Context: an optimization exercise on an open-source flow, tuned for small area and a short achievable clock period. The choices shown serve that exercise and are no tape-out recipe. The RTL was checked by simulation tests, not by an equivalence proof against the original design. Power is estimated from default activity; no workload was simulated.

## design.v

```verilog
`timescale 1ns / 1ps
module clz #(
   parameter LOG_W = 8
) (
   input  [(1<<LOG_W)-1:0] data_i,
   output                  valid_o,
   output [   LOG_W-1:0]   pos_o
);
   localparam W = 1 << LOG_W;
   wire [W-1:0] v[0:LOG_W];
   wire [W*LOG_W-1:0] p[0:LOG_W];
   assign v[0] = data_i;
   assign p[0] = 0;
   genvar l, g;
   generate
      for (l = 1; l <= LOG_W; l = l + 1) begin : lvl
         for (g = 0; g < (W >> l); g = g + 1) begin : grp
            wire vh = v[l-1][2*g+1];
            wire vl = v[l-1][2*g];
            wire [LOG_W-1:0] ph = p[l-1][(2*g+1)*LOG_W+:LOG_W];
            wire [LOG_W-1:0] pl = p[l-1][(2*g)*LOG_W+:LOG_W];
            assign v[l][g] = vh | vl;
            assign p[l][g*LOG_W+:LOG_W] = vh ? (ph | (1 << (l - 1))) : pl;
         end
         assign v[l][W-1:(W>>l)] = 0;
         assign p[l][W*LOG_W-1:(W>>l)*LOG_W] = 0;
      end
   endgenerate
   assign valid_o = v[LOG_W][0];
   assign pos_o   = p[LOG_W][LOG_W-1:0];
endmodule
module ctz #(
   parameter LOG_W = 9
) (
   input  [(1<<LOG_W)-1:0] data_i,
   output                  valid_o,
   output [   LOG_W-1:0]   pos_o
);
   localparam W = 1 << LOG_W;
   wire [W-1:0] v[0:LOG_W];
   wire [W*LOG_W-1:0] p[0:LOG_W];
   assign v[0] = data_i;
   assign p[0] = 0;
   genvar l, g;
   generate
      for (l = 1; l <= LOG_W; l = l + 1) begin : lvl
         for (g = 0; g < (W >> l); g = g + 1) begin : grp
            wire vh = v[l-1][2*g+1];
            wire vl = v[l-1][2*g];
            wire [LOG_W-1:0] ph = p[l-1][(2*g+1)*LOG_W+:LOG_W];
            wire [LOG_W-1:0] pl = p[l-1][(2*g)*LOG_W+:LOG_W];
            assign v[l][g] = vh | vl;
            assign p[l][g*LOG_W+:LOG_W] = vl ? pl : (ph | (1 << (l - 1)));
         end
         assign v[l][W-1:(W>>l)] = 0;
         assign p[l][W*LOG_W-1:(W>>l)*LOG_W] = 0;
      end
   endgenerate
   assign valid_o = v[LOG_W][0];
   assign pos_o   = p[LOG_W][LOG_W-1:0];
endmodule
`timescale 1ns / 1ps
module FloatToLargeInteger (
   input  [31:0] in_i,
   output [55:0] win_o,
   output [ 7:0] selLo_o,
   output [ 8:1] selHi_o,
   output [ 8:0] selConst_o,
   output        cin_o
);
   wire [ 7:0] exponent = in_i[30:23];
   wire [23:0] mantissa = {(|exponent), in_i[22:0]};
   wire        sign     = in_i[31];
   wire [ 2:0] seg      = exponent[7:5];
   wire [24:0] xmant    = {1'b0, mantissa} ^ {25{sign}};
   assign win_o = ({{31{sign}}, xmant} << exponent[4:0]) |
                  ({56{sign}} & ~({56{1'b1}} << exponent[4:0]));
   assign cin_o = sign;
   genvar m;
   generate
      for (m = 0; m <= 8; m = m + 1) begin : gen_sel
         if (m <= 7) begin : gen_lo
            assign selLo_o[m] = (seg == m);
         end
         if (m >= 1) begin : gen_hi
            assign selHi_o[m] = (seg == m - 1);
         end
         assign selConst_o[m] = sign & ((m > seg + 1) | (m < seg));
      end
   endgenerate
endmodule   
module FloatToLargeIntegerPlace (
   input      [ 55:0] win_i,
   input      [  7:0] selLo_i,
   input      [  8:1] selHi_i,
   input      [  8:0] selConst_i,
   output reg [278:0] out_o
);
   wire [63:0] winx = {{8{win_i[55]}}, win_i};
   integer j, m, t;
   always @* begin
      for (j = 0; j < 279; j = j + 1) begin
         m = j / 32;
         t = j % 32;
         out_o[j] = selConst_i[m];
         if (m <= 7) out_o[j] = out_o[j] | (selLo_i[m] & winx[t]);
         if (m >= 1) out_o[j] = out_o[j] | (selHi_i[m] & winx[32+t]);
      end
   end
endmodule   
`timescale 1ns / 1ps
/*verilator lint_off WIDTH*/
module MyFloatAccum #(
   parameter DATA_W   = 32,
   parameter STRIDE_W = 16,
   parameter DELAY_W  = 7
) (
   input clk,
   input rst,
   input run,
   input running,
   input [STRIDE_W-1:0] strideMinusOne,
   input [DATA_W-1:0] in0,
   (* versat_latency = 4 *) output reg [31:0] out0,
   input [DELAY_W-1:0] delay0
);
   localparam CNT_W = (STRIDE_W > DELAY_W) ? STRIDE_W : DELAY_W;
   reg [CNT_W-1:0] delay;
   always @(posedge clk, posedge rst) begin
      if (rst) begin
         delay <= 0;
      end else if (run) begin
         delay <= delay0;
      end else if (|delay) begin
         delay <= delay - 1;
      end else begin
         delay <= strideMinusOne;
      end
   end
   wire [55:0] win0;
   wire [ 7:0] selLo;
   wire [ 8:1] selHi;
   wire [ 8:0] selConst;
   wire        cin;
   FloatToLargeInteger conv (
      .in_i      (in0),
      .win_o     (win0),
      .selLo_o   (selLo),
      .selHi_o   (selHi),
      .selConst_o(selConst),
      .cin_o     (cin)
   );
   reg  [55:0] win0_reg;
   reg  [ 7:0] selLo_reg;
   reg  [ 8:1] selHi_reg;
   reg  [ 8:0] selConst_reg;
   reg         cin_reg;
   reg         doAccum_2;
   always @(posedge clk, posedge rst) begin
      if (rst) begin
         doAccum_2   <= 0;
         win0_reg    <= 0;
         selLo_reg   <= 0;
         selHi_reg   <= 0;
         selConst_reg <= 0;
         cin_reg     <= 0;
      end else if (running) begin
         doAccum_2   <= (delay == 0);
         win0_reg    <= win0;
         selLo_reg   <= selLo;
         selHi_reg   <= selHi;
         selConst_reg <= selConst;
         cin_reg     <= cin;
      end
   end
   wire [278:0] addend;
   FloatToLargeIntegerPlace place (
      .win_i    (win0_reg),
      .selLo_i  (selLo_reg),
      .selHi_i  (selHi_reg),
      .selConst_i(selConst_reg),
      .out_o    (addend)
   );
   reg          accumZero;
   always @(posedge clk, posedge rst) begin
      if (rst) begin
         accumZero <= 1'b1;
      end else begin
         accumZero <= 1'b0;
      end
   end
   localparam ZERO_COPIES = 4;
   localparam ZERO_PART = (279 + ZERO_COPIES - 1) / ZERO_COPIES;
   reg  [ZERO_COPIES-1:0] zeroAccum;
   genvar zc;
   generate
      for (zc = 0; zc < ZERO_COPIES; zc = zc + 1) begin : gen_zero
         always @(posedge clk, posedge rst) begin
            if (rst) begin
               zeroAccum[zc] <= 1'b1;
            end else if (running) begin
               zeroAccum[zc] <= (delay == 0);
            end else begin
               zeroAccum[zc] <= zeroAccum[zc] & ~accumZero;
            end
         end
      end
   endgenerate
   reg  [278:0] accum;
   reg  [278:0] accumIn;
   integer b;
   always @* begin
      for (b = 0; b < 279; b = b + 1) accumIn[b] = accum[b] & ~zeroAccum[b/ZERO_PART];
   end
   wire [278:0] sum;
   add279 adder (
      .a_i (accumIn),
      .b_i (addend),
      .c_i (cin_reg),
      .en_i(doAccum_2 | running),
      .y_o (sum)
   );
   always @(posedge clk) begin
      accum <= sum;
   end
   wire         sign = accum[278];
   wire         hiValidP, hiValidN;
   wire [  7:0] hiPosP, hiPosN;
   clz #(
      .LOG_W(8)
   ) countHiP (
      .data_i (accum[278:23]),
      .valid_o(hiValidP),
      .pos_o  (hiPosP)
   );
   clz #(
      .LOG_W(8)
   ) countHiN (
      .data_i (~accum[278:23]),
      .valid_o(hiValidN),
      .pos_o  (hiPosN)
   );
   wire         hiValid = sign ? hiValidN : hiValidP;
   wire [  7:0] hiPos = sign ? hiPosN : hiPosP;
   wire [ 22:0] yLo = accum[22:0] ^ {23{sign}};
   reg  [  4:0] loPos;
   reg          loValid;
   integer i;
   always @* begin
      loPos   = 0;
      loValid = 0;
      for (i = 0; i < 23; i = i + 1) begin
         if (yLo[i]) begin
            loPos   = i;
            loValid = 1;
         end
      end
   end
   wire [277:0] sh0 = accum[277:0];
   wire [149:0] sh7 = hiPos[7] ? sh0[128+:150] : sh0[0+:150];
   wire [ 85:0] sh6 = hiPos[6] ? sh7[64+:86] : sh7[0+:86];
   wire [ 53:0] sh5 = hiPos[5] ? sh6[32+:54] : sh6[0+:54];
   wire [ 37:0] sh4 = hiPos[4] ? sh5[16+:38] : sh5[0+:38];
   wire [ 29:0] sh3 = hiPos[3] ? sh4[8+:30] : sh4[0+:30];
   wire [  4:0] zerosHi = {~|sh0[127:0], ~|sh7[63:0], ~|sh6[31:0], ~|sh5[15:0], ~|sh4[7:0]};
   wire         carryHi = sign & (&(zerosHi | ~hiPos[7:3]));
   wire         carryLo = sign & ~|(yLo & (yLo + 23'd1));
   wire [  7:0] expo = hiValid ? hiPos : loValid ? (8'd233 + loPos) : sign ? 8'd232 : 8'd0;
   reg          sign_reg;
   reg          small_reg;
   reg          carry_reg;
   reg  [  7:0] expo_reg;
   reg  [ 29:0] sh3_reg;
   always @(posedge clk, posedge rst) begin
      if (rst) begin
         sign_reg  <= 0;
         small_reg <= 0;
         carry_reg <= 0;
         expo_reg  <= 0;
         sh3_reg   <= 0;
      end else if (running) begin
         sign_reg  <= sign & ~accumZero;
         small_reg <= ~hiValid | accumZero;
         carry_reg <= (hiValid ? carryHi : carryLo) & ~accumZero;
         expo_reg  <= accumZero ? 8'd0 : expo;
         sh3_reg   <= sh3;
      end
   end
   wire [ 25:0] sh2 = expo_reg[2] ? sh3_reg[4+:26] : sh3_reg[0+:26];
   wire [ 23:0] sh1 = expo_reg[1] ? sh2[2+:24] : sh2[0+:24];
   wire [ 22:0] win = (expo_reg[0] ? sh1[1+:23] : sh1[0+:23]) ^ {23{sign_reg}};
   wire [  2:0] zerosLo = {~|sh3_reg[3:0], ~|sh2[1:0], ~sh1[0]};
   wire         carry = carry_reg & (small_reg | (&(zerosLo | ~expo_reg[2:0])));
   wire [ 23:0] mantSum = {1'b0, win} + carry;
   wire         expInc = small_reg ? carry : mantSum[23];
   always @(posedge clk, posedge rst) begin
      if (rst) begin
         out0 <= 0;
      end else if (running) begin
         out0 <= {sign_reg, expo_reg + expInc, small_reg ? 23'd0 : mantSum[22:0]};
      end
   end
endmodule
module add279 (
   input  [278:0] a_i,
   input  [278:0] b_i,
   input          c_i,
   input          en_i,
   output [278:0] y_o
);
   localparam N = 279;
   reg [N-1:0] g, p, G, P;
   integer i, l;
   always @* begin
      g = a_i & b_i;
      p = a_i ^ b_i;
      g[0] = g[0] | (p[0] & c_i);
      G = g;
      P = p;
      for (l = 0; l < 9; l = l + 1) begin
         for (i = 0; i < N; i = i + 1) begin
            if (i & (1 << l)) begin
               G[i] = G[i] | (P[i] & G[((i>>l)<<l)-1]);
               P[i] = P[i] & P[((i>>l)<<l)-1];
            end
         end
      end
   end
   assign y_o = a_i ^ ({N{en_i}} & (b_i ^ {G[N-2:0], c_i}));
endmodule
```

## flow/run.sh

```bash
#!/bin/bash
set -o pipefail
cp standard.sh standard_sh_copy.log
export SETUP_SLACK_MARGIN=7
export CTS_ARGS="-sink_clustering_enable -repair_clock_nets -dont_use_dummy_load -sink_clustering_size 18 -sink_clustering_max_diameter 130"
export BUFFER_PORTS_ARGS="-inputs -outputs -buffer_cell sky130_fd_sc_hd__buf_1"
bash standard.sh > standard.log 2>&1
```

## standard.sh

```bash
#!/bin/bash
# synth_recipe.tcl (not shown) runs the flow's synth.tcl, then flattens the netlist and writes it again
# the make line also repeats each setting of config.mk as NAME=value (left out here)
make -C /OpenROAD-flow-scripts/flow DESIGN_CONFIG=/design/flow/config.mk WORK_HOME=/design/flow/orfs CLKGATE_MAP_FILE= SYNTH_SCRIPT=/design/flow/synth_recipe.tcl "${@:-finish}"
```

## config.mk

```make
export PLATFORM = sky130hd
export DESIGN_NAME = MyFloatAccum
export DESIGN_NICKNAME = MyFloatAccum
export VERILOG_FILES = /design/flow/design.v
export SDC_FILE = /design/flow/constraint.sdc
export NUM_CORES = 4
export LEC_CHECK = 0
export CAP_MARGIN = 20
export CORE_MARGIN = 2
export CORE_UTILIZATION = 55
export SLEW_MARGIN = 20
```

## constraint.sdc

```tcl
create_clock -name core_clock -period 12.0 [get_ports {clk}]
set_input_delay 2.4000 -clock core_clock [delete_from_list [all_inputs] [get_ports {clk}]]
set_output_delay 2.4000 -clock core_clock [all_outputs]
set_load 0.01 [all_outputs]
```

==> impl_metrics.env <==
export IMPL_critPathMaxStageDelay_ns=0.57
export IMPL_ios=91
export IMPL_rsz0062_at_grt="true"
export IMPL_fin_crit_ns=5.21
export IMPL_worstHoldStart="out0[14]$_DFFE_PP0P_"
export IMPL_syn_area_um2=46100
export IMPL_r2r_slack_ns=6.79
export IMPL_num_rows=106
export IMPL_setup_viol=0
export IMPL_tns_ns=0
export IMPL_drc=0
export IMPL_clkSlewWorstSetupHoldPaths_ns=0.08
export IMPL_max_vdd_ir_drop_uv=177
export IMPL_place_area_um2=46900
export IMPL_synth_ff_type="dfxtp_1"
export IMPL_grt_max_degree=114
export IMPL_fill_cells=7858
export IMPL_drt_iter0_drc=7228
export IMPL_synthArstFlopShare=0.376
export IMPL_period_share=0.434
export IMPL_cts_tree="yes"
export IMPL_cap_violations=0
export IMPL_root_buffer="clkbuf_16"
export IMPL_clk_path_buf_depth=3
export IMPL_wire_per_inst_um=29.7
export IMPL_worst_slew_pin_slew_ns=1.29
export IMPL_fin_nets=6436
export IMPL_areaGrowthSynthToFinish_pct=8.21
export IMPL_crit_type="reg -> reg"
export IMPL_fmax_mhz=192
export IMPL_multi_input_area_um2=34800
export IMPL_slowest_stage="dfxtp_2"
export IMPL_p_seq_frac=0.272
export IMPL_drive_gt1_frac=0.0995
export IMPL_synth_top_area_share=0.121
export IMPL_synth_fp_nets=6545
export IMPL_internal_power_uw=6460
export IMPL_synth_seq_cells=447
export IMPL_utilization=0.599
export IMPL_netlist_instances=6200
export IMPL_dieArea_um2=86100
export IMPL_antenna_found_initial=14
export IMPL_stdcell_area_um2=49900
export IMPL_die_x_um=293
export IMPL_worstHoldEndpoint="out0[14]$_DFFE_PP0P_"
export IMPL_power_frac_clock=0.075
export IMPL_cp_arrival_ns=5.76
export IMPL_grt_total_usage=0.472
export IMPL_ant_nets=0
export IMPL_reg2reg_from="accum[149]$_DFF_P_"
export IMPL_start_util=0.553
export IMPL_p_leak_uw=0.0208
export IMPL_ys_seq_area_frac=0.213
export IMPL_r2r_cells=15
export IMPL_num_vias=49300
export IMPL_post_synth_main_area_contributors="dfxtp_1 12%, dfrtp_1 8.9%, xnor2_1 8.4%"
export IMPL_powerDensity_nw_per_um2=282
export IMPL_r2r_end="carry_reg$_DFFE_PP0P_"
export IMPL_hold_path_class="reg -> reg"
export IMPL_numPortBuffers=90
export IMPL_numCtsBuffers=30
export IMPL_required_ns=12.55
export IMPL_regArea_um2=9910
export IMPL_dp_hpwl_um=157000
export IMPL_clock_sinks=447
export IMPL_worstPathCellList="nand4_1, nor4_2, and2_1, and3_1, and2_1, nor2_1, o22ai_4, buf_12, nand3_1, o21ai_1, mux2i_1, mux2i_1, and4_1, a41oi_1, o21ai_1"
export IMPL_hold_path_depth=1
export IMPL_die_height_um=293
export IMPL_startpoint_type="flip-flop"
export IMPL_gp_congestion=1.19
export IMPL_largest_reg_flops=279
export IMPL_ys_types=86
export IMPL_power_frac_comb=0.653
export IMPL_whs_ns=0.491
export IMPL_clk_latency_ns=0.69
export IMPL_slew_headroom=0.126
export IMPL_htree_num_levels=1
export IMPL_postSynthAreaPerCell_um2=7.43
export IMPL_drv_slew=0
export IMPL_p_sw_uw=7590
export IMPL_wl_um=213000
export IMPL_drtPass1Iterations=7
export IMPL_dp_cells=7065
export IMPL_hold_violations=0
export IMPL_yosys_warnings=4
export IMPL_grt_pass1_vias=44300
export IMPL_core_um2=83300
export IMPL_switching_share=0.540
export IMPL_grt_pass1_wl_um=301000
export IMPL_synth_edff_count=0
export IMPL_layoutNonFillerInstCount=7178
export IMPL_crit_fanout=52
export IMPL_gr_total_overflow=0
export IMPL_synth_top_area_cell="dfxtp_1"
export IMPL_via_per_inst=6.87
export IMPL_outcome="finished clean"
export IMPL_end_kind="flip-flop"
export IMPL_fin_worst_skew_ns=0.0618
[placed cells by master, fill, tap and decap left out, drive strengths merged, types with 23 or more instances in the layout]
master and instances:
xor2 209, nand2b 36, dfrtp 163, a211oi 63
buf 253, and3 23, nand3 134, and2 32
a21oi 489, nor3 100, clkbuf 40, nand2 770
a21boi 40, inv 198, o21ai 397, nand4 127
o21bai 72, a221o 153, mux2 97, xnor2 444
nor4 97, or2 31, mux2i 124, ha 286
mux4 27, a21o 159, o211ai 70, a31oi 52
o2bb2ai 29, nor2b 226, nor2 601, dfxtp 279
[critical path: cells and delay by family, from the launching register on]
| kind | cells | cell delay, ns |
|---|---|---|
| AO/OA/AOI/OAI | 4 | 1.14 |
| AND/OR/NAND/NOR | 8 | 2.57 |
| flip-flops | 1 | 0.57 |
| multiplexers | 2 | 0.44 |
| buffers and inverters | 1 | 0.29 |
[cell families after synthesis]
family	Yosys count	share of synthesized area
other	1	0.0000814
AO/OA/AOI/OAI	1712	0.243
buffers and inverters	612	0.0531
adder cells (fa/ha/maj)	286	0.0777
AND/OR/NAND/NOR	2241	0.226
flip-flops	447	0.213
XOR/XNOR	653	0.124
multiplexers	248	0.0638
[metrics by stage]
stage                     setup WS [ns]  power (uW)
after floorplan                    7.15        9440
after global placement             5.28       12000
after detailed placement           5.21       12100
after CTS                          6.97       13400
after global routing               6.90       14800
final                              6.79       14000
[routing by layer]
metal / GRT usage / vias up / wire, um
met4: 0.300 / 20 / 17000
met1: 0.623 / 23400 / 82400
met2: 0.652 / 3252 / 82700
met5: 0 / - / 151
li1: - / 21900 / -
met3: 0.163 / 772 / 30700
[cell type report]
class | instances | area share
sequential | 447 | 0.199
antenna | 9 | 0.000452
multi-input combinational | 5141 | 0.699
timing repair buffer | 266 | 0.0437
tap | 1080 | 0.0271
inverter | 205 | 0.0160
clock buffer | 30 | 0.0151
[power by group through the flow]
stage	Combinational, uW	Sequential [uW]	Clock [uW]
floorplan	6660	2770	0
global placement	8340	3660	0
detailed placement	8450	3660	0
CTS	8650	3660	1040
global route	9890	3810	1090
finish	9170	3820	1060
[cells in the mapped netlist, drive strengths merged, types with 40 or more instances]
master and instances:
a211oi 63, dfxtp 279, a31oi 52, xor2 209, a21oi 489, dfrtp 163, o21bai 72, xnor2 444
nor2 601, o211ai 70, nand3 134, mux2i 124, o21ai 397, a221o 153, a21o 159, mux2 97
nor4 97, nor3 100, nor2b 226, ha 286, nand4 127, inv 204, a21boi 40, buf 143
nand2 770, clkbuf 264
[repair_timing]
action | 4_1_cts | 5_1_grt
buffers inserted | 29 | 39
resized for setup | 189 | 167
pin swaps | 17 | 34
gates cloned | 2 | 4
setup endpoints to repair | 253 | 156
hold buffers | 0 | 0
hold endpoints to repair | 0 | 0
[how the worst max path moves through the flow]
| stage | startpoint | endpoint | slack (ns) | depth (start not counted) |
|---|---|---|---|---|
| CTS | win0_reg[22]$_DFFE_PP0P_ | accum[277]$_DFF_P_ | 6.97 | 17 |
| floorplan | expo_reg[2]$_DFFE_PP0P_ | out0[29]$_DFFE_PP0P_ | 7.15 | 20 |
| finish | accum[149]$_DFF_P_ | carry_reg$_DFFE_PP0P_ | 6.79 | 15 |
| global route | zeroAccum[1]$_DFF_PP1_ | accum[190]$_DFF_P_ | 6.90 | 20 |
| global placement | zeroAccum[1]$_DFF_PP1_ | accum[277]$_DFF_P_ | 5.28 | 18 |
| detailed placement | zeroAccum[1]$_DFF_PP1_ | accum[277]$_DFF_P_ | 5.21 | 18 |

## port drivers added, routing unchanged
The results above use ideal ports. As a check the final layout listed here was re-extracted and re-timed, cells and wires unchanged. Step 1, drivers: a clkbuf_16 drives clk and a buf_2 each remaining input, both assumed. Step 2 also shifts input and output timing later by t, the mid clock arrival at the registers, as if the neighbouring blocks saw the same clock. a / b / c = ideal ports / drivers / drivers and shift; a / b = the first two.
shift t [ns]: 0.726
slack for setup (ns): 6.791 / 6.791 / 6.537
worst hold slack (ns): 0.491 / 0.491 / 0.491
worst register clock-pin slew, ns: 0.10 / 0.10
cell pins on the clock port's net: 1
After both steps setup and hold are still met in this run. For this run, drivers alone change the setup slack by 0.000 ns; drivers and shift together by -0.254 ns.
